From an optimization exercise on the open Yosys and OpenROAD flow, aimed at small area, a short achievable clock period and few clock cycles; shortcuts taken in it are not production practice.
No functional check of the RTL was part of any run shown here.

<file path="flow/run.sh">
#!/bin/bash
# synth_recipe.tcl (not shown) runs the flow's synth.tcl, then flattens the netlist and writes it again
# the make line also repeats each setting of config.mk as NAME=value (left out here)
make -C /OpenROAD-flow-scripts/flow DESIGN_CONFIG=/design/flow/config.mk WORK_HOME=/design/flow/orfs CLKGATE_MAP_FILE= SYNTH_SCRIPT=/design/flow/synth_recipe.tcl finish
</file>
<file path="flow/config.mk">
export PLATFORM = sky130hd
export DESIGN_NAME = DCT
export DESIGN_NICKNAME = DCT
export VERILOG_FILES = /design/flow/design.v
export SDC_FILE = /design/flow/constraint.sdc
export NUM_CORES = 4
export LEC_CHECK = 0
export CAP_MARGIN = 20
export CORE_MARGIN = 2
export CORE_UTILIZATION = 40
export SLEW_MARGIN = 20
</file>
<file path="flow/constraint.sdc">
create_clock -name core_clock -period 10.5 [get_ports {clk}]
set_input_delay 2.1000 -clock core_clock [delete_from_list [all_inputs] [get_ports {clk}]]
set_output_delay 2.1000 -clock core_clock [all_outputs]
set_load 0.01 [all_outputs]
</file>
<file path="flow/design.v">
module DCT(
	input                     clk,
	input                     rst_n,
	input                     in_valid,
	input  signed       [7:0] in_data,
	output logic              out_valid,
	output logic signed [9:0] out_data
);
function [35:0] csa;
	input [17:0] a, b, c;
	reg [17:0] s, k;
	begin
		s = a ^ b ^ c;
		k = (a & b) | (a & c) | (b & c);
		csa = {k[16:0], 1'b0, s};
	end
endfunction
function [17:0] padd;
	input [17:0] a, b;
	input        cin;
	reg [17:0] p, g, gg, pp, c;
	integer l, i, m;
	begin
		p = a ^ b;
		g = a & b;
		g[0] = g[0] | (p[0] & cin);
		gg = g;
		pp = p;
		for (l = 0; l < 5; l = l + 1)
			for (i = 0; i < 18; i = i + 1)
				if ((i >> l) & 1) begin
					m = ((i >> l) << l) - 1;
					gg[i] = gg[i] | (pp[i] & gg[m]);
					pp[i] = pp[i] & pp[m];
				end
		c = {gg[16:0], cin};
		padd = p ^ c;
	end
endfunction
logic [5:0] cnt;
always_ff @(posedge clk or negedge rst_n) begin
	if (!rst_n)
		cnt <= 6'd0;
	else if (cnt == 6'd0)
		cnt <= in_valid ? 6'd1 : 6'd0;
	else if (cnt == 6'd35)
		cnt <= 6'd0;
	else
		cnt <= cnt + 6'd1;
end
always_ff @(posedge clk or negedge rst_n) begin
	if (!rst_n)
		out_valid <= 1'b0;
	else
		out_valid <= (cnt >= 6'd20) && (cnt <= 6'd35);
end
logic [5:0] cm12;
logic [1:0] trow;      
logic       t1odd, s_pa, s_pbd, s_pba, s_qab, s_qad, s_qbc, t_add;
logic       rot, m2_ld, bank_ld, m_rot, kf;
logic [1:0] osel;      
assign cm12 = cnt - 6'd12;
assign trow = cm12[3:2];
always_ff @(posedge clk) begin
	t1odd   <= trow[0];
	s_pa    <= (trow == 2'd2);
	s_pbd   <= (trow == 2'd0);
	s_pba   <= (trow == 2'd2);
	s_qab   <= (trow == 2'd0);
	s_qad   <= (trow == 2'd1);
	s_qbc   <= (trow == 2'd0) || (trow == 2'd1);
	t_add   <= (trow == 2'd0);
	rot     <= (cnt >= 6'd15) && (cnt <= 6'd27);
	m2_ld   <= (cnt == 6'd17) || (cnt == 6'd21) || (cnt == 6'd25) || (cnt == 6'd29);
	bank_ld <= (cnt == 6'd18) || (cnt == 6'd22) || (cnt == 6'd26) || (cnt == 6'd30);
	m_rot   <= (cnt == 6'd20) || (cnt == 6'd24) || (cnt == 6'd28) || (cnt == 6'd32);
	kf      <= (cnt == 6'd21) || (cnt == 6'd25) || (cnt == 6'd29) || (cnt == 6'd33);
	osel    <= cnt[1:0] + 2'd1;
end
logic signed [7:0] sr [0:15];
integer j;
always_ff @(posedge clk) begin
	sr[0] <= rot ? sr[15] : in_data;
	for (j = 1; j < 16; j = j + 1)
		sr[j] <= sr[j-1];
end
logic [7:0] ta, tb, tc, td;
logic [7:0] pa, pb, qa, qb;
logic       tsub;
assign ta = sr[0];
assign tb = sr[4];
assign tc = sr[8];
assign td = sr[12];
assign pa = s_pa ? tb : ta;
assign pb = s_pbd ? td : s_pba ? ta : tb;
assign qa = s_qab ? tb : s_qad ? td : tc;
assign qb = s_qbc ? tc : td;
assign tsub = ~t_add;
logic [17:0] p1w, q1w;
assign p1w = padd({{10{pa[7]}}, pa}, {{10{pb[7] ^ tsub}}, pb ^ {8{tsub}}}, tsub);
assign q1w = padd({{10{qa[7]}}, qa}, {{10{qb[7] ^ tsub}}, qb ^ {8{tsub}}}, tsub);
logic [8:0] tp, tqv;
logic       teven;
always_ff @(posedge clk) begin
	tp    <= p1w[8:0];
	tqv   <= q1w[8:0];
	teven <= ~t1odd;
end
logic [17:0] xp, xq, xt1, xt2, xt3, xt4, xt5, xt6;
logic [17:0] xs1, xc1, xs2, xc2, xs3, xc3, xs, xc;
assign xp  = {{9{tp[8]}}, tp};
assign xq  = {{9{tqv[8]}}, tqv};
assign xt1 = xp << 6;
assign xt2 = teven ? (xq << 6) : (xq << 5);
assign xt3 = teven ? 18'd0 : (xp << 4);
assign xt4 = teven ? 18'd0 : (xp << 1);
assign xt5 = teven ? 18'd0 : xp;
assign xt6 = teven ? 18'd0 : (xq << 1);
assign {xc1, xs1} = csa(xt1, xt2, xt3);
assign {xc2, xs2} = csa(xt4, xt5, xt6);
assign {xc3, xs3} = csa(xs1, xc1, xs2);
assign {xc,  xs}  = csa(xs3, xc3, xc2);
logic [15:0] ts, tc2;
always_ff @(posedge clk) begin
	ts  <= xs[15:0];
	tc2 <= xc[15:0];
end
logic [17:0] tx, tt;
assign tx = padd({2'd0, ts}, {2'd0, tc2}, 1'b0);
assign tt = padd({9'd0, tx[15:7]}, 18'd0, tx[15] & (tx[6:0] != 7'd0));
logic [8:0] tq [0:3];
always_ff @(posedge clk) begin
	tq[0] <= tt[8:0];
	tq[1] <= tq[0];
	tq[2] <= tq[1];
	tq[3] <= tq[2];
end
logic [17:0] t0e, t1e, t2e, t3e;
assign t3e = {{9{tq[0][8]}}, tq[0]};
assign t2e = t3e;
assign t1e = {{9{tq[1][8]}}, tq[1]};
assign t0e = {{9{tq[3][8]}}, tq[3]};
logic [17:0] e1n, o1n, o0n;
assign e1n = padd(t1e, t2e, 1'b0);
assign o1n = padd(t1e, ~t2e, 1'b1);
assign o0n = padd(t0e, ~t3e, 1'b1);
logic [10:0] e1r;
always_ff @(posedge clk)
	e1r <= e1n[10:0];
logic [17:0] e1x, as0, ac0, as2, ac2, s0, s2;
assign e1x = {{7{e1r[10]}}, e1r};
assign {ac0, as0} = csa(t0e, t3e, e1x);
assign {ac2, as2} = csa(t0e, t3e, ~e1x);
assign s0 = padd(as0, ac0, 1'b0);
assign s2 = padd(as2, ac2, 1'b1);
logic [9:0] y0r, y2r, m1, m2;
logic       y0f, y2f;
always_ff @(posedge clk) begin
	y0r <= s0[10:1];
	y0f <= s0[11] & s0[0];
	if (bank_ld) begin
		y2r <= s2[10:1];
		y2f <= s2[11] & s2[0];
	end
	if (bank_ld)
		m1 <= o0n[9:0];
	else if (m_rot)
		m1 <= ~m2;
	if (m2_ld)
		m2 <= o1n[9:0];
	else if (m_rot)
		m2 <= m1;
end
logic [17:0] zm1, zm2, zk;
logic [17:0] zs1, zc1, zs2, zc2, zs3, zc3, zs4, zc4, zs, zc;
assign zm1 = {{8{m1[9]}}, m1};
assign zm2 = {{8{m2[9]}}, m2};
assign zk  = kf ? 18'd83 : 18'd0;
assign {zc1, zs1} = csa(zm1 << 6, zm1 << 4, zm1 << 1);
assign {zc2, zs2} = csa(zm1, zm2 << 5, zm2 << 1);
assign {zc3, zs3} = csa(zs1, zc1, zs2);
assign {zc4, zs4} = csa(zs3, zc3, zc2);
assign {zc,  zs}  = csa(zs4, zc4, zk);
logic [16:0] zsr, zcr;
always_ff @(posedge clk) begin
	zsr <= zs[16:0];
	zcr <= zc[16:0];
end
logic [17:0] z, od;
logic [9:0]  om;
logic        of;
assign z = padd({1'b0, zsr}, {1'b0, zcr}, 1'b0);
always_comb begin
	case (osel)
		2'd0: begin om = y0r; of = y0f; end
		2'd2: begin om = y2r; of = y2f; end
		default: begin om = z[16:7]; of = z[16] & (z[6:0] != 7'd0); end
	endcase
end
assign od = padd({8'd0, om}, 18'd0, of);
always_ff @(posedge clk)
	out_data <= od[9:0];
endmodule
</file>
==> impl_results.md, run 1 <==
- Status: finished clean
- Post-synthesis cell type count: 62
- Unrepaired setup endpoints after global routing: false
- Final WS setup: 6.761 ns
- Share of the synthesized area in the top cell type: 37.66%
- Tmin final: 3.739 ns
- Gr ovfl total: 0
- Pre-CTS setup slack: 6.745 ns
- Crit-path slowest cell: a2111oi_2
- Worst-Skew Late Latency: 0.54 ns
- Post-DRT Antenna Nets: 0
- Largest family of logic cells by synthesized area: adder cells
- P&R area growth vs syn: 12.60%
- Xor/xnor share of the synthesized area: 4.707%
- Reg2reg start: ts[6]
- Post-synthesis adder-cell area fraction: 27.54%
- Drt first pass iters: 4
- Clk_skew: 0.02546 ns
- CTS tree: built
- TNS Setup: 0 ns
- Leading area contributor after synthesis: dfxtp_1
- Post-DP HPWL: 18,840 µm
- Worst setup EP type: flop
- Hold Vio Cnt, Final: 0
- # port buffers: 21
- Pin count of the biggest net entering global routing: 47
- Flops & latches, synth: 325
- Number of CTS-inserted buffers: 35
- Via Count: 8,416
- Critical Path RT: 10.95 ns
- Worst-case clock buffer depth: 3
- Hold_sp: sr[7][4]
- Cells after synthesis: 1,305
- Syn Nets: 1,575
- Count of flip-flops with a built-in enable after synthesis: 31
- Hold endpoint: sr[8][4]
- Critical path fanouts, max: 5
- Final period util: 35.61%
- Clock slew at reported path FFs: 0.06 ns
- Critical Path AT: 4.19 ns
- Vias/cell: 4.477
- GRT Resource Usage Total: 13.14%
- Layout net count: 1,613
- Simple-Gate Fraction of Synth Area: 6.388%
- Max-slew violations: 0
- Synth Area in Compound Gates: 6.749%
- IO Pins: 22
- Root Buffer: clkbuf_16
- CTS sink cnt: 325
- Post-CTS Setup Inserts: 0
- Worst setup SP type: flop
- Die width: 199.3 µm
- Slew @ Worst Pin: 0.9368 ns
- Max-Cap Viols: 0
- Routed len/inst: 12.84 µm
- Seq/Total Area, Yosys: 44.91%
- Effective utilization at floorplan: 40.60%
- Cell area after synthesis: 15,260 µm²
- CP Cell Sequence: ha_1 -> nand3_1 -> o221ai_2 -> a41o_1 -> nor4_4 -> nor3_2 -> a21oi_1 -> xnor2_1 -> a31oi_1 -> ha_1 -> ha_1 -> nand3_1 -> nor3_1 -> nand4_2 -> a2111oi_2 -> xor2_1
- Diode count: 0
- Critical path class: flop to flop
- Initial antenna violation count: 0
- Iter 0 DRT Violations: 270
- Cell with the most instances after synthesis: dfxtp_1
- Synth Area per Inst: 11.69 µm²
- GP Congestion: 0.7869
- CP max stage delay: 0.43 ns
- Synth Flop Type: dfxtp_1
- H-Tree Depth: 2
- Yosys warns: 3
- Die area: 39,720 µm²
- Worst min path class: flop to flop
- Final setup vio count: 0
- CTS Hold Bufs: 0
- Achievable frequency: 267.4 MHz
- DR DRC count: 0
- Post-synthesis mux area share: 3.879%
- Routed WL: 24,150 µm
- Core area: 37,580 µm²
- Reg2Reg Capture Point: tq[0][8]
- Fraction of layout cells with a size suffix above 1: 6.866%
- FF-to-FF setup slack: 6.76 ns
- Worst Hold Depth: 0
- Cell row count: 71
- Post-synth top cells: 287 x dfxtp_1, 213 x inv_1, 131 x ha_1, 128 x fa_1, 47 x nor2_1
- Ys async rst share: 2.154%
- Post-cts sizing count: 0
- Slew HR: 37.46%
- Most frequent CP cell: ha_1
- Vias in the first global route: 8,882
- Die Span Y: 199.3 µm
- Global-route wire length before repair: 41,770 µm
- Worst r2r path cells: 16
- Top cells by area, synth: dfxtp_1 38%, fa_1 17%, ha_1 11%, edfxtp_1 6.1%, inv_1 5.2%
kinds of logic (layout without fill, tap and decap cells):
| family | count (synthesis) | after routing |
|---|---|---|
| flip-flops | 325 | 325 |
| multiplexers | 56 | 56 |
| adder cells (fa/ha/maj) | 259 | 259 |
| buffers and inverters | 237 | 301 |
| AND/OR/NAND/NOR | 188 | 188 |
| AO/OA/AOI/OAI | 158 | 158 |
| XOR/XNOR | 82 | 82 |
worst max path at each step:
stage,start,end,slack [ns],depth (start not counted)
after floorplan,ts[6],tq[0][8],7.11,16
after global placement,ts[6],tq[0][8],6.80,16
after detailed placement,ts[6],tq[0][8],6.75,16
after CTS,ts[6],tq[0][8],6.72,16
after global routing,ts[6],tq[0][8],6.39,17
final,ts[6],tq[0][8],6.76,16
state kept, by name, summed over array words and instances (netlist names), 13 cells and up:
name,cells
zcr,15
sr,128
zsr,17
tc2,13
ts,16
tq,36
per-layer routing:
layer,GRT usage [%],share of wire (%)
met4,3.787,1.9
met3,2.414,2.7
met1,15.65,44
met5,0,0
met2,24.05,51
placed cells by master (no fill, tap or decap), drive strengths merged, types with 12 or more instances in the layout:
cell / synthesis / final
xnor2: 44 / 44
o21ai: 36 / 36
clkbuf: 21 / 46
a21oi: 40 / 40
o21a: 15 / 15
nand2b: 12 / 12
mux2: 22 / 22
mux2i: 34 / 34
fa: 128 / 128
nor2: 47 / 47
edfxtp: 31 / 31
xor2: 38 / 38
clkdlybuf4s50: 0 / 21
a211oi: 13 / 13
inv: 213 / 214
nand2: 40 / 40
nor3: 15 / 15
nor2b: 36 / 36
ha: 131 / 131
a21o: 17 / 17
dfxtp: 287 / 287
worst max-delay path, delay by kind of cell, from the launching register on:
| family | cells | cell delay (ns) |
|---|---|---|
| adders and majority gates | 3 | 0.73 |
| and+or+nand+nor | 6 | 1.09 |
| xor gates and xnor gates | 2 | 0.32 |
| AOI/OAI and AO/OA | 5 | 1.22 |
| DFF | 1 | 0.30 |
area by class of cell:
class	instances	area (µm²)
Clock buffer	46	948.4
Sequential cell	325	6852
Multi-Input combinational cell	743	7516
Fill cell	3512	20400
Inverter	213	799.5
Timing Repair Buffer	25	240.2
Tap cell	511	639.4
Clock inverter	17	185.2
through the flow:
step	hold WS [ns]	instances	utilization, %	area [µm²]
finish	0.3133	1880	45.72	17180
global route	0.3132	1880	45.72	17180
CTS	0.3082	1880	45.72	17180
detailed placement	0.3121	1817	42.70	16050
global placement	0.3095	1817	42.70	16050
floorplan	0.3096	1305	-	15260
==> run 2, diff against run 1 <==
--- a/flow/design.v
+++ b/flow/design.v
@@ -58,5 +58,5 @@
 logic [1:0] trow;      
 logic       t1odd, s_pa, s_pbd, s_pba, s_qab, s_qad, s_qbc, t_add;
-logic       rot, m2_ld, bank_ld, m_rot, kf;
+logic       rot, m2_ld, bank_ld, y2_ld, m_rot, kf;
 logic [1:0] osel;      
 assign cm12 = cnt - 6'd12;
@@ -74,4 +74,5 @@
 	m2_ld   <= (cnt == 6'd17) || (cnt == 6'd21) || (cnt == 6'd25) || (cnt == 6'd29);
 	bank_ld <= (cnt == 6'd18) || (cnt == 6'd22) || (cnt == 6'd26) || (cnt == 6'd30);
+	y2_ld   <= (cnt == 6'd19) || (cnt == 6'd23) || (cnt == 6'd27) || (cnt == 6'd31);
 	m_rot   <= (cnt == 6'd20) || (cnt == 6'd24) || (cnt == 6'd28) || (cnt == 6'd32);
 	kf      <= (cnt == 6'd21) || (cnt == 6'd25) || (cnt == 6'd29) || (cnt == 6'd33);
@@ -126,7 +127,9 @@
 	tc2 <= xc[15:0];
 end
-logic [17:0] tx, tt;
+logic [17:0] tx, txb, tsb, tcb, tt;
 assign tx = padd({2'd0, ts}, {2'd0, tc2}, 1'b0);
-assign tt = padd({9'd0, tx[15:7]}, 18'd0, tx[15] & (tx[6:0] != 7'd0));
+assign {tcb, tsb} = csa({2'd0, ts}, {2'd0, tc2}, 18'd127);
+assign txb = padd(tsb, tcb, 1'b0);
+assign tt = tx[15] ? {9'd0, txb[15:7]} : {9'd0, tx[15:7]};
 logic [8:0] tq [0:3];
 always_ff @(posedge clk) begin
@@ -154,12 +157,14 @@
 assign s0 = padd(as0, ac0, 1'b0);
 assign s2 = padd(as2, ac2, 1'b1);
-logic [9:0] y0r, y2r, m1, m2;
-logic       y0f, y2f;
-always_ff @(posedge clk) begin
-	y0r <= s0[10:1];
-	y0f <= s0[11] & s0[0];
-	if (bank_ld) begin
-		y2r <= s2[10:1];
-		y2f <= s2[11] & s2[0];
+logic [9:0] y0r, y2a, y2r, m1, m2;
+logic       y0f, y2af, y2f;
+always_ff @(posedge clk) begin
+	y0r  <= s0[10:1];
+	y0f  <= s0[11] & s0[0];
+	y2a  <= s2[10:1];
+	y2af <= s2[11] & s2[0];
+	if (y2_ld) begin
+		y2r <= y2a;
+		y2f <= y2af;
 	end
 	if (bank_ld)
==> run 2 against run 1 <==
  * Still clean
  * Maximum frequency fell by 2.7%
  * Via count rose by 3.2%
  * Synthesized cell count up 4.3%
  * Sequential share of layout area rose by 0.11 points
  * Global-route usage rose by 0.60 points
  * Sequential cell count up 12
==> impl_results.md, run 2 <==
- Final core occ: 45.57%
- Pin count of the biggest net entering global routing: 39
- Slew @ Worst Pin: 0.8729 ns
- Leading area contributor after synthesis: dfxtp_1
- Synth Flop Type: dfxtp_1
- Area after DPL: 16,660 µm²
- Die width: 203.2 µm
- Fraction of layout cells with a size suffix above 1: 6.395%
- Cells after synthesis: 1,361
- Cell area after synthesis: 15,870 µm²
- Clk_skew: 0.009483 ns
- Worst setup SP type: flop
- Regs by FF count: sr x128, tq x36, zsr x17
- Leading cell type in the layout, fill and taps excluded: dfxtp_1
- Worst-case clock buffer depth: 3
- Design Area, Final: 17,730 µm²
- CTS Hold Bufs: 0
- Cell with the most instances after synthesis: dfxtp_1
- Worst min path class: flop to flop
- Routed len/inst: 13.53 µm
- P&R area growth vs syn: 11.73%
- Die area: 41,290 µm²
- DR DRC count: 0
- Tmin final: 3.842 ns
- Layout net count: 1,687
- Max reg flops: 128
- Critical path class: flop to flop
- Most frequent cells in the layout: 299 x dfxtp_1, 229 x inv_1, 144 x ha_1
- Syn Nets: 1,647
- Yosys warns: 3
- Count of flip-flops with a built-in enable after synthesis: 31
- Core area: 38,920 µm²
- Flops & latches, synth: 337
- Seq/Total Area, Yosys: 44.68%
- TNS Setup: 0 ns
- Vias in the first global route: 9,655
- Achievable frequency: 260.3 MHz
- Drt first pass iters: 4
- Critical path fanouts, max: 2
- Synth Area per Inst: 11.66 µm²
- Effective utilization at floorplan: 40.79%
- Critical Path RT: 10.91 ns
- GRT Resource Usage Total: 13.74%
- Clock slew at reported path FFs: 0.05 ns
- CTS sink cnt: 337
- # port buffers: 21
- Die Span Y: 203.2 µm
- Hold Vio Cnt, Final: 0
- Post-cts sizing count: 0
- Status: finished clean
- Largest Register: sr
- Global-route wire length before repair: 45,910 µm
- Routed WL: 26,270 µm
- Vias/cell: 4.476
- Initial antenna violation count: 0
- IO Pins: 22
- Hold WS: 0.3200 ns
- Max-Cap Viols: 0
- Unrepaired setup endpoints after global routing: false
- Max-slew violations: 0
- Critical Path AT: 4.25 ns
- Worst-Skew Late Latency: 0.53 ns
- Ys async rst share: 2.077%
- Post-CTS Setup Inserts: 0
- GP Congestion: 0.7756
- Post-DRT Antenna Nets: 0
- Diode count: 0
- Final period util: 36.59%
- Iter 0 DRT Violations: 264
- Slew HR: 41.73%
- Via Count: 8,687
- Worst setup EP type: flop
- Root Buffer: clkbuf_16
- Top cells by area, synth: dfxtp_1 38%, fa_1 17%, ha_1 11%, edfxtp_1 5.9%, inv_1 5.4%
- Final setup vio count: 0
- Number of CTS-inserted buffers: 37
- CTS tree: built
- Cell row count: 72
- Post-synth top cells: 299 x dfxtp_1, 229 x inv_1, 144 x ha_1, 131 x fa_1, 52 x xnor2_1
- Post-synthesis cell type count: 68
- Share of the synthesized area in the top cell type: 37.71%
- H-Tree Depth: 2
- Post-DP HPWL: 20,630 µm
- Gr ovfl total: 0
==> run 2: cell types whose count changed in the layout (fill, tap and decap cells not counted), moves of 6 or more <==
cell	previous run	this run
ha_1	131	144
inv_1	213	229
xnor2_1	44	52
dfxtp_1	287	299
nor2b_1	36	30
nand2_1	40	49
xor2_1	38	27
==> run 2: critical path, stage by stage (launching register included) <==
cell and delay, ns:
dfxtp_1 0.33, ha_1 0.28, a21o_1 0.13, nand2_1 0.08
fa_1 0.48, or4b_2 0.58, nor4_1 0.61, a221oi_1 0.18
ha_1 0.25, ha_1 0.18, nand2_1 0.09, nor2_1 0.05
nand4_1 0.12, nor2_1 0.05, ha_1 0.19, xnor2_1 0.12
==> run 2: cell type report <==
type                            count  area [µm²]
Clock buffer                       52        1002
Clock inverter                      9       73.82
Multi-Input combinational cell    773        7838
Sequential cell                   337        7092
Tap cell                          518       648.1
Inverter                          230       863.3
Fill cell                        3593       21180
Timing Repair Buffer               22       217.7
==> run 2: worst paths after layout <==
kind / from / end / slack [ns] / depth (start not counted)
worst max-delay path: zsr[2] / out_data[9] / 6.66 / 15
worst min-delay path: tq[2][4] / tq[3][4] / 0.32 / 0
worst max register to register: zsr[2] / out_data[9] / 6.66 / 15
worst min register to register: tq[2][4] / tq[3][4] / 0.32 / 0
max in group asynchronous: rst_n / cnt[3] / 8.42 / 1
min in group asynchronous: rst_n / cnt[4] / 1.83 / 1
==> run 2: cells by family (layout without fill, tap and decap cells) <==
logic type                 count (synthesis)  count (layout)  synth area share [%]
DFF                                      337             337                 44.68
adders and majority gates                275             275                 27.87
buffers and inverters                    251             313                 5.943
and+or+nand+nor                          195             195                 6.259
AOI/OAI and AO/OA                        168             168                 7.150
xor gates and xnor gates                  80              80                 4.462
muxes                                     55              55                 3.634
==> run 2: metal layers <==
layer	vias to the layer above	global-route usage, %	routed length, µm
met3	61	2.445	851
met4	0	5.813	992
met2	88	25.13	12950
li1	4449	-	-
met5	-	0	0
met1	4089	15.72	11470
==> run 2: through the flow <==
stage / setup slack [ns] / std cells
detailed placement: 6.699 / 1880
global route: 6.518 / 1941
global placement: 6.749 / 1880
finish: 6.658 / 1941
floorplan: 7.195 / 1361
CTS: 6.693 / 1941
==> run 3, diff against run 2 <==
--- a/flow/design.v
+++ b/flow/design.v
@@ -157,6 +157,8 @@
 assign s0 = padd(as0, ac0, 1'b0);
 assign s2 = padd(as2, ac2, 1'b1);
-logic [9:0] y0r, y2a, y2r, m1, m2;
-logic       y0f, y2af, y2f;
+logic [9:0]  y0r, y2a, y2r, m1, m2;
+logic        y0f, y2af;
+logic [17:0] y2i;
+assign y2i = padd({8'd0, y2a}, 18'd0, y2af);
 always_ff @(posedge clk) begin
 	y0r  <= s0[10:1];
@@ -165,6 +167,5 @@
 	y2af <= s2[11] & s2[0];
 	if (y2_ld) begin
-		y2r <= y2a;
-		y2f <= y2af;
+		y2r <= y2i[9:0];
 	end
 	if (bank_ld)
@@ -192,17 +193,17 @@
 	zcr <= zc[16:0];
 end
-logic [17:0] z, od;
-logic [9:0]  om;
-logic        of;
+logic [17:0] z, zb, zsb, zcb, y0i;
+logic [9:0]  zt;
 assign z = padd({1'b0, zsr}, {1'b0, zcr}, 1'b0);
-always_comb begin
+assign {zcb, zsb} = csa({1'b0, zsr}, {1'b0, zcr}, 18'd127);
+assign zb = padd(zsb, zcb, 1'b0);
+assign zt = z[16] ? zb[16:7] : z[16:7];
+assign y0i = padd({8'd0, y0r}, 18'd0, y0f);
+always_ff @(posedge clk) begin
 	case (osel)
-		2'd0: begin om = y0r; of = y0f; end
-		2'd2: begin om = y2r; of = y2f; end
-		default: begin om = z[16:7]; of = z[16] & (z[6:0] != 7'd0); end
+		2'd0: out_data <= y0i[9:0];
+		2'd2: out_data <= y2r;
+		default: out_data <= zt;
 	endcase
 end
-assign od = padd({8'd0, om}, 18'd0, of);
-always_ff @(posedge clk)
-	out_data <= od[9:0];
 endmodule
==> run 3 against run 2 <==
  * Still clean on timing, DRC and antenna
  * Setup slack improved by 0.39 ns
  * Critical path depth fell by 14
  * Maximum frequency rose by 11%
  * Critical path type is now flop to output port
  * Highest routed layer unchanged
==> impl_results.md, run 3 <==
- Synth Area per Inst: 11.12 µm²
- Layout net count: 1,862
- Register area: 7063 µm²
- Largest Register: sr
- Worst-case clock buffer depth: 3
- Reg2Reg Capture Point: y2a[8]
- Cell area after synthesis: 16,810 µm²
- Critical path fanouts, max: 1
- Reg2reg start: tq[0][1]
- Cell with the most instances after synthesis: dfxtp_1
- H-Tree Depth: 2
- Status: finished clean
- Fill count: 3,953
- Final setup vio count: 0
- Clock slew at reported path FFs: 0.05 ns
- IO Pins: 22
- Seq/Total Area, Yosys: 42.02%
- Final WS setup: 7.043 ns
- Slew HR: 43.88%
- Slew @ Worst Pin: 0.8406 ns
- Leading cell type in the layout, fill and taps excluded: dfxtp_1
- Most frequent cells in the layout: 298 x dfxtp_1, 288 x inv_1, 168 x ha_1
- Critical Path RT: 8.40 ns
- FF-to-FF setup slack: 7.23 ns
- Drt first pass iters: 7
- Diode count: 0
- Pin count of the biggest net entering global routing: 39
- Top cells by area, synth: dfxtp_1 36%, fa_1 16%, ha_1 13%, inv_1 6.4%, edfxtp_1 5.4%
- Cell row count: 75
- Core area: 41,670 µm²
- Effective utilization at floorplan: 40.34%
- CP Cell Sequence: clkdlybuf4s50_1
- GRT busiest layer: met2
- Ys async rst share: 2.083%
- Die width: 209.0 µm
- Crit-path leading delay family: buffers and inverters
- Achievable frequency: 289.3 MHz
- Worst r2r path cells: 10
- Worst setup SP type: flop
- Initial antenna violation count: 0
- Vias/cell: 4.536
- Unrepaired setup endpoints after global routing: false
- Crit-path slowest cell: clkdlybuf4s50_1
- P&R area growth vs syn: 11.63%
- Regs by FF count: sr x128, tq x36, zsr x17
- Worst Hold Depth: 0
- Die area: 43,670 µm²
- Hold_sp: tq[2][8]
- TNS Setup: 0 ns
- Yosys warns: 3
- Max-slew violations: 0
- Share of the synthesized area in the top cell type: 35.62%
- Post-CTS Setup Inserts: 0
- Number of CTS-inserted buffers: 37
- Global-route wire length before repair: 48,930 µm
- CP max stage delay: 0.53 ns
- Syn Nets: 1,825
- CTS sink cnt: 336
- Critical Path AT: 1.36 ns
- Hold endpoint: tq[3][8]
- Tmin final: 3.457 ns
- Routed WL: 28,270 µm
- Worst setup EP type: output port
- Cells after synthesis: 1,512
- Worst-Skew Late Latency: 0.53 ns
- Max-Cap Viols: 0
- Vias in the first global route: 10,236
- Post-synthesis cell type count: 63
- Routed len/inst: 13.37 µm
- Fraction of layout cells with a size suffix above 1: 5.841%
- CTS Hold Bufs: 0
- Worst min path class: flop to flop
- WP buf/inv: 1
- Post-DP HPWL: 22,590 µm
- Leading area contributor after synthesis: dfxtp_1
- Iter 0 DRT Violations: 390
- Hold Vio Cnt, Final: 0
- Post-cts sizing count: 0
- Root Buffer: clkbuf_16
- Post-DRT Antenna Nets: 0
- Met1 Track Usage GR: 15.97%
- Via Count: 9,590
- CTS tree: built
- GR met2 Demand/Resource: 25.40%
- Clk_skew: 0.01832 ns
- Flops & latches, synth: 336
- Multi-input logic area: 8576 µm²
- GP Congestion: 0.8547
- Gr ovfl total: 0
- GRT Resource Usage Total: 13.77%
- Max reg flops: 128
- # port buffers: 21
- Synth Flop Type: dfxtp_1
- Post-synth top cells: 299 x dfxtp_1, 288 x inv_1, 168 x ha_1, 134 x fa_1, 62 x xnor2_1
- Count of flip-flops with a built-in enable after synthesis: 30
- GR Util met3: 2.480%
- Critical path class: flop to output port
- Die Span Y: 209.0 µm
- DR DRC count: 0
- Pre-CTS setup slack: 6.977 ns
- Final period util: 32.92%
## run 3: cell count changes in the layout (fill, tap and decap cells not counted), moves of 6 or more
cell,previous run,this run
nor2b_1,30,18
nor2_1,44,58
nand3_1,7,14
nor3_1,10,17
o21ai_0,35,49
nand2_1,49,55
inv_1,229,288
xnor2_1,52,62
a211oi_1,8,14
a21oi_1,40,47
ha_1,144,168
## run 3: logic make-up after synthesis
family | synth area share [%]
AOI/OAI and AO/OA | 7.832
and+or+nand+nor | 6.492
xor gates and xnor gates | 4.906
buffers and inverters | 6.954
adders and majority gates | 28.47
muxes | 3.328
DFF | 42.02
## run 3: area by class of cell
type | count | area share, %
clock buffers | 51 | 5.375
clock inverters | 14 | 0.7870
flip-flops and latches | 336 | 37.65
repair buffers | 21 | 1.120
multi-input cells | 865 | 45.71
well taps | 539 | 3.595
inverters | 288 | 5.762
## run 3: routing by layer
metal / share of wire [%] / up-vias / routed length [µm]
met5: 0 / - / 0
met4: 3.0 / 0 / 839
li1: - / 4915 / -
met1: 44 / 4506 / 12370
met2: 50 / 113 / 14190
met3: 3.1 / 56 / 868
## run 3: metrics by stage
step	instances	instance area [µm²]	hold WS (ns)	utilization (%)
floorplan	1512	16810	0.3096	-
global placement	2049	17600	0.3098	42.25
detailed placement	2049	17600	0.3121	42.25
CTS	2114	18760	0.3245	45.02
global route	2114	18760	0.3274	45.03
finish	2114	18760	0.3240	45.03
## run 3: worst max-delay path by stage
stage                           start           to  slack, ns  cells past startpoint
after floorplan                 m1[9]      zsr[11]       7.39                      9
after global placement          s_pbd       tqv[7]       7.07                     11
after detailed placement        s_pbd       tqv[8]       6.98                     10
after CTS                       s_pbd       tqv[7]       6.97                     11
after global routing      out_data[2]  out_data[2]       6.98                      1
final                       out_valid    out_valid       7.04                      1
==> run 4, diff against run 3 <==
--- a/flow/design.v
+++ b/flow/design.v
@@ -110,6 +110,6 @@
 logic [17:0] xp, xq, xt1, xt2, xt3, xt4, xt5, xt6;
 logic [17:0] xs1, xc1, xs2, xc2, xs3, xc3, xs, xc;
-assign xp  = {{9{tp[8]}}, tp};
-assign xq  = {{9{tqv[8]}}, tqv};
+assign xp  = {9'd0, ~tp[8], tp[7:0]};
+assign xq  = {9'd0, ~tqv[8], tqv[7:0]};
 assign xt1 = xp << 6;
 assign xt2 = teven ? (xq << 6) : (xq << 5);
@@ -123,13 +123,18 @@
 assign {xc,  xs}  = csa(xs3, xc3, xc2);
 logic [15:0] ts, tc2;
-always_ff @(posedge clk) begin
-	ts  <= xs[15:0];
-	tc2 <= xc[15:0];
-end
-logic [17:0] tx, txb, tsb, tcb, tt;
-assign tx = padd({2'd0, ts}, {2'd0, tc2}, 1'b0);
-assign {tcb, tsb} = csa({2'd0, ts}, {2'd0, tc2}, 18'd127);
+logic        teven2;
+always_ff @(posedge clk) begin
+	ts     <= xs[15:0];
+	tc2    <= xc[15:0];
+	teven2 <= teven;
+end
+logic [17:0] tk, tkb, tsa, tca, tsb, tcb, tx, txb, tt;
+assign tk  = teven2 ? 18'h08000 : 18'h08B00;
+assign tkb = teven2 ? 18'h0807F : 18'h08B7F;
+assign {tca, tsa} = csa({2'd0, ts}, {2'd0, tc2}, tk);
+assign {tcb, tsb} = csa({2'd0, ts}, {2'd0, tc2}, tkb);
+assign tx  = padd(tsa, tca, 1'b0);
 assign txb = padd(tsb, tcb, 1'b0);
-assign tt = tx[15] ? {9'd0, txb[15:7]} : {9'd0, tx[15:7]};
+assign tt  = tx[15] ? {9'd0, txb[15:7]} : {9'd0, tx[15:7]};
 logic [8:0] tq [0:3];
 always_ff @(posedge clk) begin
@@ -178,23 +183,27 @@
 		m2 <= m1;
 end
-logic [17:0] zm1, zm2, zk;
-logic [17:0] zs1, zc1, zs2, zc2, zs3, zc3, zs4, zc4, zs, zc;
-assign zm1 = {{8{m1[9]}}, m1};
-assign zm2 = {{8{m2[9]}}, m2};
-assign zk  = kf ? 18'd83 : 18'd0;
+logic [17:0] zm1, zm2;
+logic [17:0] zs1, zc1, zs2, zc2, zs3, zc3, zs, zc;
+assign zm1 = {8'd0, ~m1[9], m1[8:0]};
+assign zm2 = {8'd0, ~m2[9], m2[8:0]};
 assign {zc1, zs1} = csa(zm1 << 6, zm1 << 4, zm1 << 1);
 assign {zc2, zs2} = csa(zm1, zm2 << 5, zm2 << 1);
 assign {zc3, zs3} = csa(zs1, zc1, zs2);
-assign {zc4, zs4} = csa(zs3, zc3, zc2);
-assign {zc,  zs}  = csa(zs4, zc4, zk);
+assign {zc,  zs}  = csa(zs3, zc3, zc2);
 logic [16:0] zsr, zcr;
+logic        kf2;
 always_ff @(posedge clk) begin
 	zsr <= zs[16:0];
 	zcr <= zc[16:0];
+	kf2 <= kf;
 end
 logic [17:0] z, zb, zsb, zcb, y0i;
 logic [9:0]  zt;
-assign z = padd({1'b0, zsr}, {1'b0, zcr}, 1'b0);
-assign {zcb, zsb} = csa({1'b0, zsr}, {1'b0, zcr}, 18'd127);
+logic [17:0] zka, zkb, zsa, zca;
+assign zka = kf2 ? 18'h11653 : 18'h11600;
+assign zkb = kf2 ? 18'h116D2 : 18'h1167F;
+assign {zca, zsa} = csa({1'b0, zsr}, {1'b0, zcr}, zka);
+assign {zcb, zsb} = csa({1'b0, zsr}, {1'b0, zcr}, zkb);
+assign z  = padd(zsa, zca, 1'b0);
 assign zb = padd(zsb, zcb, 1'b0);
 assign zt = z[16] ? zb[16:7] : z[16:7];
==> run 4 against run 3 <==
  * Register-to-register slack got worse by 0.03 ns
  * Largest cell class unchanged
  * Clock skew about the same
  * Still clean on timing, DRC and antenna
  * Setup slack worse by 0.038 ns
  * Die area decreased by 6.2%
  * Hold slack got worse by 0.0021 ns
  * Sequential share of layout area increased by 2.1 points
  * Final cell count is 8.5% lower
  * Count of clock-buffer cells in the layout shrank 7
  * Cell area fell by 5.3%
  * Synthesized cell count fell by 11%
==> impl_results.md, run 4 <==
- Status: finished clean
- Final period util: 33.28%
- Tmin final: 3.495 ns
- Cell row count: 72
- Vias/cell: 4.523
- Largest family of logic cells by synthesized area: adder cells
- Critical path class: flop to output port
- Unrepaired setup endpoints after global routing: false
- H-Tree Depth: 2
- IO Pins: 22
- Largest Register: sr
- DR DRC count: 0
- WP buf/inv: 1
- P&R area growth vs syn: 12.83%
- Area after DPL: 16,510 µm²
- Leading cell type in the layout, fill and taps excluded: dfxtp_1
- Core area: 38,740 µm²
- Worst setup EP type: output port
- Routed WL: 26,130 µm
- Count of flip-flops with a built-in enable after synthesis: 30
- Xor/xnor share of the synthesized area: 4.061%
- Final setup vio count: 0
- Post-synthesis cell type count: 66
- Worst min path class: flop to flop
- Hold Vio Cnt, Final: 0
- Ys async rst share: 2.083%
- Worst-Skew Late Latency: 0.55 ns
- Share of the synthesized area in the top cell type: 38.02%
- Reg2reg start: tq[0][0]
- Multi-input logic area: 7759 µm²
- Post-cts sizing count: 0
- Achievable frequency: 286.2 MHz
- Worst setup SP type: flop
- Cells after synthesis: 1,351
- Routed len/inst: 13.50 µm
- Global-route wire length before repair: 44,720 µm
- Clock slew at reported path FFs: 0.07 ns
- CP max stage delay: 0.53 ns
- Design Area, Final: 17,760 µm²
- Diode count: 0
- Regs by FF count: sr x128, tq x36
- Hold_sp: sr[3][1]
- CTS tree: built
- Cell area after synthesis: 15,740 µm²
- Slew HR: 43.33%
- Number of CTS-inserted buffers: 37
- Leading area contributor after synthesis: dfxtp_1
- Seq/Total Area, Yosys: 44.85%
- Max reg flops: 128
- Syn Nets: 1,647
- Post-synthesis mux area share: 3.926%
- Worst Hold Depth: 0
- Flops & latches, synth: 336
- Vias in the first global route: 9,137
- Root Buffer: clkbuf_16
- FF-to-FF setup slack: 7.20 ns
- Reg2Reg Capture Point: y2a[8]
- Hold endpoint: sr[4][1]
- Pin count of the biggest net entering global routing: 48
- Slew @ Worst Pin: 0.8489 ns
- Die area: 40,960 µm²
- CP Cell Sequence: clkdlybuf4s50_1
- Max-slew violations: 0
- Die width: 202.4 µm
- Max-Cap Viols: 0
- Synth Flop Type: dfxtp_1
- Initial antenna violation count: 0
- Post-synthesis adder-cell area fraction: 28.18%
- Critical path fanouts, max: 1
- Crit-path leading delay family: buffers and inverters
- GP Congestion: 0.8136
- Clk_skew: 0.01833 ns
- CTS sink cnt: 336
- Gr ovfl total: 0
- CTS Hold Bufs: 0
- Most frequent cells in the layout: 299 x dfxtp_1, 219 x inv_1, 169 x ha_1
- Effective utilization at floorplan: 40.64%
- Critical Path RT: 8.40 ns
- Iter 0 DRT Violations: 262
- Simple-Gate Fraction of Synth Area: 5.674%
- Post-CTS Setup Inserts: 0
- Die Span Y: 202.4 µm
- Cell with the most instances after synthesis: dfxtp_1
- GRT Resource Usage Total: 13.57%
- Worst r2r path cells: 11
- # port buffers: 21
- Critical Path AT: 1.39 ns
- Register area: 7062 µm²
- Fill count: 3,553
- Drt first pass iters: 4
- Synth Area in Compound Gates: 7.439%
- Fraction of layout cells with a size suffix above 1: 7.128%
- Worst-case clock buffer depth: 3
- Layout net count: 1,685
- Top cells by area, synth: dfxtp_1 38%, fa_1 15%, ha_1 13%, edfxtp_1 5.7%, inv_1 5.2%
- Post-DP HPWL: 20,560 µm
- Post-DRT Antenna Nets: 0
- Synth Area per Inst: 11.65 µm²
- Crit-path slowest cell: clkdlybuf4s50_1
- Post-synth top cells: 299 x dfxtp_1, 219 x inv_1, 169 x ha_1, 116 x fa_1
- Yosys warns: 3
- TNS Setup: 0 ns
- Via Count: 8,752
[run 4: metrics by stage]
| step | setup slack [ns] | hold WS (ns) | util [%] | std cells |
|---|---|---|---|---|
| floorplan | 7.431 | 0.3096 | - | 1351 |
| global placement | 7.234 | 0.3097 | 42.62 | 1868 |
| detailed placement | 7.192 | 0.3121 | 42.62 | 1868 |
| CTS | 6.971 | 0.3185 | 45.86 | 1935 |
| global route | 6.925 | 0.3270 | 45.86 | 1935 |
| finish | 7.005 | 0.3219 | 45.86 | 1935 |
[run 4: cells by family (layout without fill, tap and decap cells)]
group,count (synthesis),after routing
and+or+nand+nor,180,180
xor gates and xnor gates,73,73
adders and majority gates,285,285
muxes,59,59
DFF,336,336
buffers and inverters,242,308
AOI/OAI and AO/OA,176,176
[run 4: routing by layer]
layer / GRT usage (%) / part of all wire [%]
met1: 16.58 / 45
met2: 24.11 / 49
met3: 2.290 / 2.8
met4: 4.718 / 3.0
met5: 0 / 0
[run 4: layout make-up]
type | count | share of cell area [%]
Tap cell | 518 | 3.649
Inverter | 219 | 4.628
Clock buffer | 44 | 5.649
Multi-Input combinational cell | 773 | 43.68
Sequential cell | 336 | 39.75
Timing Repair Buffer | 22 | 1.226
Clock inverter | 23 | 1.416
[run 4: worst max path at each step]
stage,cells after the start,startpoint,slack (ns),endpoint
after floorplan,11,tq[0][1],7.43,y2a[8]
after global placement,12,tq[0][2],7.23,y0r[8]
after detailed placement,11,tq[0][1],7.19,y2a[8]
after CTS,1,out_valid,6.97,out_valid
after global routing,11,tq[0][1],6.93,y2a[8]
final,1,out_valid,7.01,out_valid
==> run 5, diff against run 4 <==
--- a/flow/design.v
+++ b/flow/design.v
@@ -129,28 +129,28 @@
 	teven2 <= teven;
 end
-logic [17:0] tk, tkb, tsa, tca, tsb, tcb, tx, txb, tt;
+logic [17:0] tk, tsa, tca, tx;
 assign tk  = teven2 ? 18'h08000 : 18'h08B00;
-assign tkb = teven2 ? 18'h0807F : 18'h08B7F;
 assign {tca, tsa} = csa({2'd0, ts}, {2'd0, tc2}, tk);
-assign {tcb, tsb} = csa({2'd0, ts}, {2'd0, tc2}, tkb);
 assign tx  = padd(tsa, tca, 1'b0);
-assign txb = padd(tsb, tcb, 1'b0);
-assign tt  = tx[15] ? {9'd0, txb[15:7]} : {9'd0, tx[15:7]};
-logic [8:0] tq [0:3];
-always_ff @(posedge clk) begin
-	tq[0] <= tt[8:0];
-	tq[1] <= tq[0];
+logic [8:0]  yn;
+logic        cn;
+logic [8:0]  tq [1:3];
+logic [17:0] ynext;
+assign ynext = padd({9'd0, yn}, 18'd0, cn);
+always_ff @(posedge clk) begin
+	yn    <= tx[15:7];
+	cn    <= tx[15] & (tx[6:0] != 7'd0);
+	tq[1] <= ynext[8:0];
 	tq[2] <= tq[1];
 	tq[3] <= tq[2];
 end
-logic [17:0] t0e, t1e, t2e, t3e;
-assign t3e = {{9{tq[0][8]}}, tq[0]};
-assign t2e = t3e;
+logic [17:0] t0e, t1e, yne;
+assign yne = {{9{yn[8]}}, yn};
 assign t1e = {{9{tq[1][8]}}, tq[1]};
 assign t0e = {{9{tq[3][8]}}, tq[3]};
 logic [17:0] e1n, o1n, o0n;
-assign e1n = padd(t1e, t2e, 1'b0);
-assign o1n = padd(t1e, ~t2e, 1'b1);
-assign o0n = padd(t0e, ~t3e, 1'b1);
+assign e1n = padd(t1e, yne, cn);
+assign o1n = padd(t1e, ~yne, ~cn);
+assign o0n = padd(t0e, ~yne, ~cn);
 logic [10:0] e1r;
 always_ff @(posedge clk)
@@ -158,8 +158,8 @@
 logic [17:0] e1x, as0, ac0, as2, ac2, s0, s2;
 assign e1x = {{7{e1r[10]}}, e1r};
-assign {ac0, as0} = csa(t0e, t3e, e1x);
-assign {ac2, as2} = csa(t0e, t3e, ~e1x);
-assign s0 = padd(as0, ac0, 1'b0);
-assign s2 = padd(as2, ac2, 1'b1);
+assign {ac0, as0} = csa(t0e, yne, e1x);
+assign {ac2, as2} = csa(t0e, yne, ~e1x);
+assign s0 = padd(as0, ac0, cn);
+assign s2 = padd(as2, {ac2[17:1], cn}, 1'b1);
 logic [9:0]  y0r, y2a, y2r, m1, m2;
 logic        y0f, y2af;
--- a/flow/config.mk
+++ b/flow/config.mk
@@ -9,3 +9,5 @@
 export CORE_MARGIN = 2
 export CORE_UTILIZATION = 40
+export CTS_CLUSTER_DIAMETER = 100
+export CTS_CLUSTER_SIZE = 30
 export SLEW_MARGIN = 20
==> run 5 against run 4 <==
  * Still clean on timing, DRC and antenna
  * Utilization fell by 2.0 points
  * Cell area fell by 4.6%
  * Synthesized cell count shrank 1.3%
  * Critical path type unchanged
  * Critical endpoint is now out_data[7]
  * Clock skew up 0.012 ns
  * Largest cell class unchanged
==> impl_results.md, run 5 <==
- Status: finished clean
- Gr ovfl total: 0
- Synth Flop Type: dfxtp_1
- CP Cell Sequence: clkdlybuf4s50_1
- Area after DPL: 16,440 µm²
- # port buffers: 21
- Post-DRT Antenna Nets: 0
- Vias/cell: 4.600
- Initial antenna violation count: 0
- Largest Register: sr
- Via Count: 8,629
- Design Area, Final: 16,940 µm²
- Slew HR: 37.59%
- Final setup vio count: 0
- CTS Hold Bufs: 0
- Critical Path AT: 1.41 ns
- Worst setup EP type: output port
- Crit-path leading delay family: buffers and inverters
- Cell with the most instances after synthesis: dfxtp_1
- Core area: 38,650 µm²
- Synth Area per Inst: 11.75 µm²
- Post-synth top cells: 300 x dfxtp_1, 212 x inv_1, 161 x ha_1, 119 x fa_1, 46 x nand2_1
- CTS tree: built
- Final core occ: 43.83%
- P&R area growth vs syn: 8.088%
- Clock slew at reported path FFs: 0.11 ns
- Most frequent cells in the layout: 300 x dfxtp_1, 212 x inv_1, 161 x ha_1
- Final period util: 33.46%
- Post-cts sizing count: 0
- Count of flip-flops with a built-in enable after synthesis: 30
- Routed WL: 26,370 µm
- CP max stage delay: 0.54 ns
- Flops & latches, synth: 337
- Crit-path slowest cell: clkdlybuf4s50_1
- Critical path fanouts, max: 1
- Die Span Y: 201.9 µm
- Hold Vio Cnt, Final: 0
- Regs by FF count: sr x128, tq x27
- Routed len/inst: 14.05 µm
- Iter 0 DRT Violations: 287
- Slew @ Worst Pin: 0.9349 ns
- Placed Cells: 1,851
- IO Pins: 22
- Diode count: 0
- Yosys warns: 3
- Post-route insts no fill: 1,876
- Number of CTS-inserted buffers: 16
- Top cells by area, synth: dfxtp_1 38%, fa_1 15%, ha_1 13%, edfxtp_1 5.7%, inv_1 5.1%
- H-Tree Depth: 1
- Post-DP HPWL: 21,080 µm
- WP buf/inv: 1
- Cell row count: 72
- Fraction of layout cells with a size suffix above 1: 4.639%
- Leading cell type in the layout, fill and taps excluded: dfxtp_1
- Fill count: 3,535
- Worst min path class: flop to flop
- Vias in the first global route: 8,985
- GP Congestion: 0.7915
- Achievable frequency: 284.6 MHz
- Cell area after synthesis: 15,670 µm²
- Die area: 40,780 µm²
- Max-slew violations: 0
- Tmin final: 3.513 ns
- Share of the synthesized area in the top cell type: 38.32%
- GRT Resource Usage Total: 13.55%
- TNS Setup: 0 ns
- Critical Path RT: 8.40 ns
- Multi-input logic area: 7692 µm²
- Worst-Skew Late Latency: 0.51 ns
- Worst-case clock buffer depth: 3
- Pin count of the biggest net entering global routing: 47
- Hold WS: 0.2981 ns
- Root Buffer: clkbuf_16
- Max reg flops: 128
- Cells after synthesis: 1,334
- DR DRC count: 0
- Global-route wire length before repair: 45,020 µm
- Post-CTS Setup Inserts: 0
- Post-synthesis cell type count: 66
- CTS sink cnt: 337
- Unrepaired setup endpoints after global routing: false
- Effective utilization at floorplan: 40.55%
- Seq/Total Area, Yosys: 45.19%
- Layout net count: 1,642
- Clk_skew: 0.03026 ns
- Register area: 7082 µm²
- Worst setup SP type: flop
- Leading area contributor after synthesis: dfxtp_1
- Max-Cap Viols: 0
- Drt first pass iters: 4
- Critical path class: flop to output port
- Ys async rst share: 2.077%
- Syn Nets: 1,625
- Die width: 201.9 µm
[run 5: routing by layer]
layer,routed length [µm],GRT usage [%],up-vias
met5,0,0,-
met4,579,3.099,0
met3,629,1.596,30
met2,12220,23.11,76
met1,12930,18.48,4178
li1,-,-,4345
[run 5: cells by family after synthesis]
family | after synthesis | share of synthesized area [%]
DFF | 337 | 45.19
adders and majority gates | 280 | 28.06
buffers and inverters | 235 | 5.724
and+or+nand+nor | 191 | 6.307
AOI/OAI and AO/OA | 165 | 7.082
xor gates and xnor gates | 72 | 4.024
muxes | 54 | 3.617
[run 5: per-stage QoR]
| stage | setup WS [ns] |
|---|---|
| after detailed placement | 7.009 |
| after global routing | 6.692 |
| after CTS | 6.920 |
| after global placement | 7.049 |
| after floorplan | 7.258 |
| final | 6.987 |
[run 5: layout make-up]
class                   count  share of cell area (%)
flip-flops and latches    337                   41.81
repair buffers             22                   1.285
inverters                 212                   4.698
multi-input cells         762                   45.41
clock buffers              20                   2.578
clock inverters             5                  0.3915
well taps                 518                   3.826
[run 5: worst paths after layout]
check	from	to	cells after the start	slack, ns
hold reg to reg	sr[11][6]	sr[12][6]	0	0.30
setup / recovery	out_data[7]	out_data[7]	1	6.99
max in group asynchronous	rst_n	cnt[2]	1	8.39
setup reg to reg	yn[1]	y0r[8]	12	7.02
hold / removal	sr[11][6]	sr[12][6]	0	0.30
min in group asynchronous	rst_n	cnt[1]	1	1.85
==> run 6, diff against run 5 <==
--- a/flow/config.mk
+++ b/flow/config.mk
@@ -8,5 +8,5 @@
 export CAP_MARGIN = 20
 export CORE_MARGIN = 2
-export CORE_UTILIZATION = 40
+export CORE_UTILIZATION = 60
 export CTS_CLUSTER_DIAMETER = 100
 export CTS_CLUSTER_SIZE = 30
==> run 6 against run 5 <==
  * Maximum frequency rose by 0.81%
  * Critical path type unchanged
  * Register-to-register slack improved by 0.02 ns
  * Cell area fell by 1.8%
  * Count of clock-buffer cells in the layout fell by 1
  * Via count fell by 1.2%
  * Largest cell class unchanged
  * Still clean on timing, DRC and antenna
  * Final cell count fell by 9.9%
==> impl_results.md, run 6 <==
- Achievable frequency: 287.0 MHz
- Tmin final: 3.485 ns
- Regs by FF count: sr x128, tq x27
- Reg2Reg Capture Point: y0r[8]
- Worst r2r path cells: 12
- Hold Vio Cnt, Final: 0
- Layout net count: 1,641
- Die width: 165.6 µm
- Critical path fanouts, max: 1
- Pre-CTS setup slack: 7.007 ns
- Cell row count: 59
- Gr ovfl total: 0
- Routed len/inst: 15.58 µm
- Diode count: 0
- Max-slew violations: 0
- Via Count: 8,525
- Worst setup SP type: flop
- Critical Path RT: 8.40 ns
- Hold endpoint: sr[8][6]
- Synth Flop Type: dfxtp_1
- Post-cts sizing count: 0
- CP Cell Sequence: clkdlybuf4s50_1
- Die Span Y: 165.6 µm
- Status: finished clean
- Flops & latches, synth: 337
- CTS sink cnt: 337
- # port buffers: 21
- Vias in the first global route: 8,804
- IO Pins: 22
- Vias/cell: 5.041
- Post-synth top cells: 300 x dfxtp_1, 212 x inv_1, 161 x ha_1, 119 x fa_1, 46 x nand2_1
- Clock slew at reported path FFs: 0.11 ns
- Initial antenna violation count: 0
- Critical Path AT: 1.38 ns
- Seq/Total Area, Yosys: 45.19%
- Post-DRT Antenna Nets: 0
- WP buf/inv: 1
- Ys async rst share: 2.077%
- H-Tree Depth: 1
- Metal3 WL: 576 µm
- Worst-Skew Late Latency: 0.51 ns
- Cells after synthesis: 1,334
- Worst-case clock buffer depth: 3
- Post-CTS Setup Inserts: 0
- Most frequent cells in the layout: 300 x dfxtp_1, 212 x inv_1, 161 x ha_1
- CTS Hold Bufs: 0
- Max reg flops: 128
- Number of CTS-inserted buffers: 15
- Effective utilization at floorplan: 60.65%
- Final setup vio count: 0
- Cell area after synthesis: 15,670 µm²
- Syn Nets: 1,625
- Clk_skew: 0.02827 ns
- Fraction of layout cells with a size suffix above 1: 4.425%
- Final WS setup: 7.015 ns
- Post-synthesis cell type count: 66
- Leading cell type in the layout, fill and taps excluded: dfxtp_1
- CTS tree: built
- Worst setup EP type: output port
- Pin count of the biggest net entering global routing: 47
- CP max stage delay: 0.54 ns
- Share of the synthesized area in the top cell type: 38.32%
- Routed WL: 26,350 µm
- FF-to-FF setup slack: 7.04 ns
- GRT Resource Usage Total: 19.97%
- Crit-path slowest cell: clkdlybuf4s50_1
- Final period util: 33.19%
- Global-route wire length before repair: 44,300 µm
- TNS Setup: 0 ns
- Cell with the most instances after synthesis: dfxtp_1
- Crit-path leading delay family: buffers and inverters
- Reg2reg start: yn[1]
- Met1 Routed Length: 12,600 µm
- Root Buffer: clkbuf_16
- Slew @ Worst Pin: 0.9708 ns
- Metal2 WL: 12,810 µm
- Slew HR: 35.19%
- Top cells by area, synth: dfxtp_1 38%, fa_1 15%, ha_1 13%, edfxtp_1 5.7%, inv_1 5.1%
- Yosys warns: 3
- Drt first pass iters: 4
- Top sig layer: met4
- Worst Hold Depth: 0
- Hold_sp: sr[7][6]
- Iter 0 DRT Violations: 419
- Die area: 27,430 µm²
- Worst min path class: flop to flop
- Count of flip-flops with a built-in enable after synthesis: 30
- Unrepaired setup endpoints after global routing: false
- Leading area contributor after synthesis: dfxtp_1
- Core area: 25,840 µm²
- Post-DP HPWL: 21,230 µm
- P&R area growth vs syn: 6.164%
- DR DRC count: 0
- Critical path class: flop to output port
- Max-Cap Viols: 0
- Synth Area per Inst: 11.75 µm²
- GP Congestion: 0.8396
- Largest Register: sr
-- run 6: cell counts after synthesis --
Identical to the previous run, type by type.
-- run 6: cell type report --
class / count / area (µm²)
inverter: 212 / 795.8
fill: 2082 / 9200
timing repair buffer: 22 / 217.7
multi-input combinational: 762 / 7692
clock buffer: 19 / 390.4
tap: 335 / 419.2
clock inverter: 4 / 40.04
sequential: 337 / 7082
-- run 6: cells by family (layout without fill, tap and decap cells) --
kind of cell / count (synthesis) / count (layout) / share of synthesized area, %
compound gates: 165 / 165 / 7.082
xor+xnor: 72 / 72 / 4.024
fa+ha+maj: 280 / 280 / 28.06
buf+inv: 235 / 257 / 5.724
flops: 337 / 337 / 45.19
mux: 54 / 54 / 3.617
simple gates: 191 / 191 / 6.307
-- run 6: how the worst max path moves through the flow --
stage                            from     endpoint  slack (ns)  cells past startpoint
after floorplan                 yn[1]       y0r[8]        7.26                     12
after global placement          yn[1]       y0r[8]        7.11                     12
after detailed placement        yn[1]       y0r[8]        7.01                     12
after CTS                 out_data[6]  out_data[6]        6.97                      1
after global routing            yn[1]       y0r[8]        6.73                     12
final                     out_data[6]  out_data[6]        7.02                      1
-- run 6: per-layer routing --
metal  track usage (%)  up-vias
met5                 0        -
met4             3.932        0
met3             2.055       25
met2             34.28       69
met1             27.87     4093
li1                  -     4338
-- run 6: metrics by stage --
step | hold slack [ns] | cell area (µm²) | utilization (%) | cells
2_1_floorplan | 0.3096 | 15670 | - | 1334
3_3_place_gp | 0.3097 | 16210 | 62.73 | 1668
3_5_place_dp | 0.3121 | 16210 | 62.73 | 1668
4_1_cts | 0.3288 | 16640 | 64.39 | 1691
5_1_grt | 0.3336 | 16640 | 64.39 | 1691
6_report | 0.3231 | 16640 | 64.39 | 1691
==> run 7, diff against run 6 <==
--- a/flow/config.mk
+++ b/flow/config.mk
@@ -8,6 +8,6 @@
 export CAP_MARGIN = 20
 export CORE_MARGIN = 2
-export CORE_UTILIZATION = 60
-export CTS_CLUSTER_DIAMETER = 100
-export CTS_CLUSTER_SIZE = 30
+export CORE_UTILIZATION = 40
+export CTS_CLUSTER_DIAMETER = 70
+export CTS_CLUSTER_SIZE = 20
 export SLEW_MARGIN = 20
==> run 7 against run 6 <==
  * Non-clock buffer count did not move
  * Final cell count rose by 12%
  * Clock skew fell by 0.0076 ns
  * Largest cell class unchanged
==> impl_results.md, run 7 <==
- Status: finished clean
- Max reg flops: 128
- Cell row count: 72
- Worst Hold Depth: 0
- Max-Cap Viols: 0
- Most frequent cells in the layout: 300 x dfxtp_1, 212 x inv_1, 161 x ha_1
- Leading cell type in the layout, fill and taps excluded: dfxtp_1
- Slew @ Worst Pin: 0.9396 ns
- Number of CTS-inserted buffers: 24
- Crit-path leading delay family: buffers and inverters
- Synth Flop Type: dfxtp_1
- Vias/cell: 4.582
- Yosys warns: 3
- CP Cell Sequence: clkdlybuf4s50_1
- Die Span Y: 201.9 µm
- Post-synthesis cell type count: 66
- Critical path fanouts, max: 1
- Tmin final: 3.525 ns
- Die area: 40,780 µm²
- Gr ovfl total: 0
- CTS sink cnt: 337
- Critical Path AT: 1.43 ns
- Post-DP HPWL: 21,080 µm
- Pin count of the biggest net entering global routing: 47
- TNS Setup: 0 ns
- H-Tree Depth: 1
- GP Congestion: 0.7915
- Unrepaired setup endpoints after global routing: false
- Routed WL: 26,490 µm
- Final core occ: 44.52%
- Worst-case clock buffer depth: 3
- Worst-Skew Late Latency: 0.54 ns
- Critical Path RT: 8.40 ns
- Critical path class: flop to output port
- Fraction of layout cells with a size suffix above 1: 5.677%
- Cell with the most instances after synthesis: dfxtp_1
- Clock slew at reported path FFs: 0.08 ns
- P&R area growth vs syn: 9.789%
- CTS Hold Bufs: 0
- WP buf/inv: 1
- Diode count: 0
- Clk_skew: 0.02062 ns
- Post-CTS Setup Inserts: 0
- Max-slew violations: 0
- Fill count: 3,509
- GRT Resource Usage Total: 13.60%
- Drt first pass iters: 4
- Cells after synthesis: 1,334
- Effective utilization at floorplan: 40.55%
- Seq/Total Area, Yosys: 45.19%
- Share of the synthesized area in the top cell type: 38.32%
- Die width: 201.9 µm
- # port buffers: 21
- Worst r2r path cells: 12
- Flops & latches, synth: 337
- Achievable frequency: 283.6 MHz
- Count of flip-flops with a built-in enable after synthesis: 30
- Crit-path slowest cell: clkdlybuf4s50_1
- Slew HR: 37.28%
- Post-cts sizing count: 0
- Iter 0 DRT Violations: 329
- IO Pins: 22
- Post-synth top cells: 300 x dfxtp_1, 212 x inv_1, 161 x ha_1, 119 x fa_1, 46 x nand2_1
- FF-to-FF setup slack: 7.05 ns
- Crit path depth: 1
- CTS tree: built
- CP max stage delay: 0.54 ns
- DR DRC count: 0
- Ys async rst share: 2.077%
- Synth Area per Inst: 11.75 µm²
- Largest Register: sr
- Core area: 38,650 µm²
- Post-DRT Antenna Nets: 0
- Root Buffer: clkbuf_16
- Via Count: 8,669
- Layout net count: 1,650
- Final setup vio count: 0
- Worst setup EP type: output port
- Vias in the first global route: 9,012
- Worst min path class: flop to flop
- Hold Vio Cnt, Final: 0
- Leading area contributor after synthesis: dfxtp_1
- Global-route wire length before repair: 45,190 µm
- Regs by FF count: sr x128, tq x27
- Initial antenna violation count: 0
- Syn Nets: 1,625
- Cell area after synthesis: 15,670 µm²
- Worst setup SP type: flop
- Routed len/inst: 14.00 µm
- Top cells by area, synth: dfxtp_1 38%, fa_1 15%, ha_1 13%, edfxtp_1 5.7%, inv_1 5.1%
- Final period util: 33.58%
==> run 7: cell types whose count changed in the layout (fill, tap and decap cells not counted), sizes merged <==
cell | previous run | this run
inv | 214 | 216
clkbuf | 19 | 31
clkinv | 2 | 5
clkinvlp | 0 | 1
==> run 7: logic make-up (layout without fill, tap and decap cells) <==
family	after synthesis	in the layout	share of synthesized area, %
flip-flops	337	337	45.19
adder cells (fa/ha/maj)	280	280	28.06
multiplexers	54	54	3.617
buffers and inverters	235	275	5.724
XOR/XNOR	72	72	4.024
AND/OR/NAND/NOR	191	191	6.307
AO/OA/AOI/OAI	165	165	7.082
==> run 7: final cells by class <==
class | count | area [µm²] | area share [%]
repair buffers | 22 | 217.7 | 1.265
flip-flops and latches | 337 | 7082 | 41.16
clock inverters | 10 | 101.3 | 0.5890
well taps | 518 | 648.1 | 3.767
inverters | 212 | 795.8 | 4.625
clock buffers | 31 | 668.1 | 3.883
multi-input cells | 762 | 7692 | 44.71
==> run 7: per-layer routing <==
metal | GRT usage [%] | wire (µm)
met5 | 0 | 0
met4 | 3.414 | 624
met3 | 1.725 | 726
met2 | 22.88 | 12290
met1 | 18.60 | 12850
==> run 7: worst paths after layout <==
check | from | end
worst min-delay path | tq[2][3] | tq[3][3]
worst max-delay path | out_data[7] | out_data[7]
min in group asynchronous | rst_n | out_valid
worst max register to register | yn[1] | y0r[8]
worst min register to register | tq[2][3] | tq[3][3]
max in group asynchronous | rst_n | cnt[1]
==> run 7: per-stage QoR <==
stage | cells | hold WS (ns) | setup slack, ns | area [µm²]
2_1_floorplan | 1334 | 0.3096 | 7.258 | 15670
3_3_place_gp | 1851 | 0.3102 | 7.049 | 16440
3_5_place_dp | 1851 | 0.3121 | 7.009 | 16440
4_1_cts | 1892 | 0.3218 | 6.918 | 17210
5_1_grt | 1892 | 0.3297 | 6.718 | 17210
6_report | 1892 | 0.3124 | 6.975 | 17210

[separate check: timing with driven ports]
In the flow no input, the clock included, has a driving cell. The finished layouts below were timed again as built, in two steps. Step 1 sets driving cells, clkbuf_16 on the clock port and buf_2 on the other inputs (assumed; they add their load-dependent delay and slew). Step 2 adds t to the input delays and takes it off the output delays; t is the mean of the earliest and latest rising clock arrival at the registers after step 1. Input paths then give back, and output paths get back, about the clock's delay inside the block. Slacks: ideal / step 1 / step 2; pairs: ideal / step 1.
| run | t (ns) | setup WS [ns] | worst hold slack (ns) | worst data-port slew with drivers (ns) |
|---|---|---|---|---|
| run 1 | 0.573 | 6.761 / 6.761 / 6.761 | 0.313 / 0.313 / 0.313 | 0.03 |
| run 2 | 0.575 | 6.658 / 6.658 / 6.658 | 0.320 / 0.320 / 0.320 | 0.03 |
| run 3 | 0.569 | 7.043 / 6.993 / 7.234 | 0.324 / 0.324 / 0.324 | 0.03 |
| run 4 | 0.585 | 7.005 / 6.954 / 7.198 | 0.322 / 0.322 / 0.322 | 0.03 |
| run 5 | 0.548 | 6.987 / 6.936 / 7.022 | 0.298 / 0.298 / 0.298 | 0.05 |
| run 6 | 0.542 | 7.015 / 6.968 / 7.041 | 0.323 / 0.323 / 0.323 | 0.03 |
| run 7 | 0.576 | 6.975 / 6.924 / 7.049 | 0.312 / 0.312 / 0.312 | 0.05 |
After both steps setup and hold are still met in every run listed.
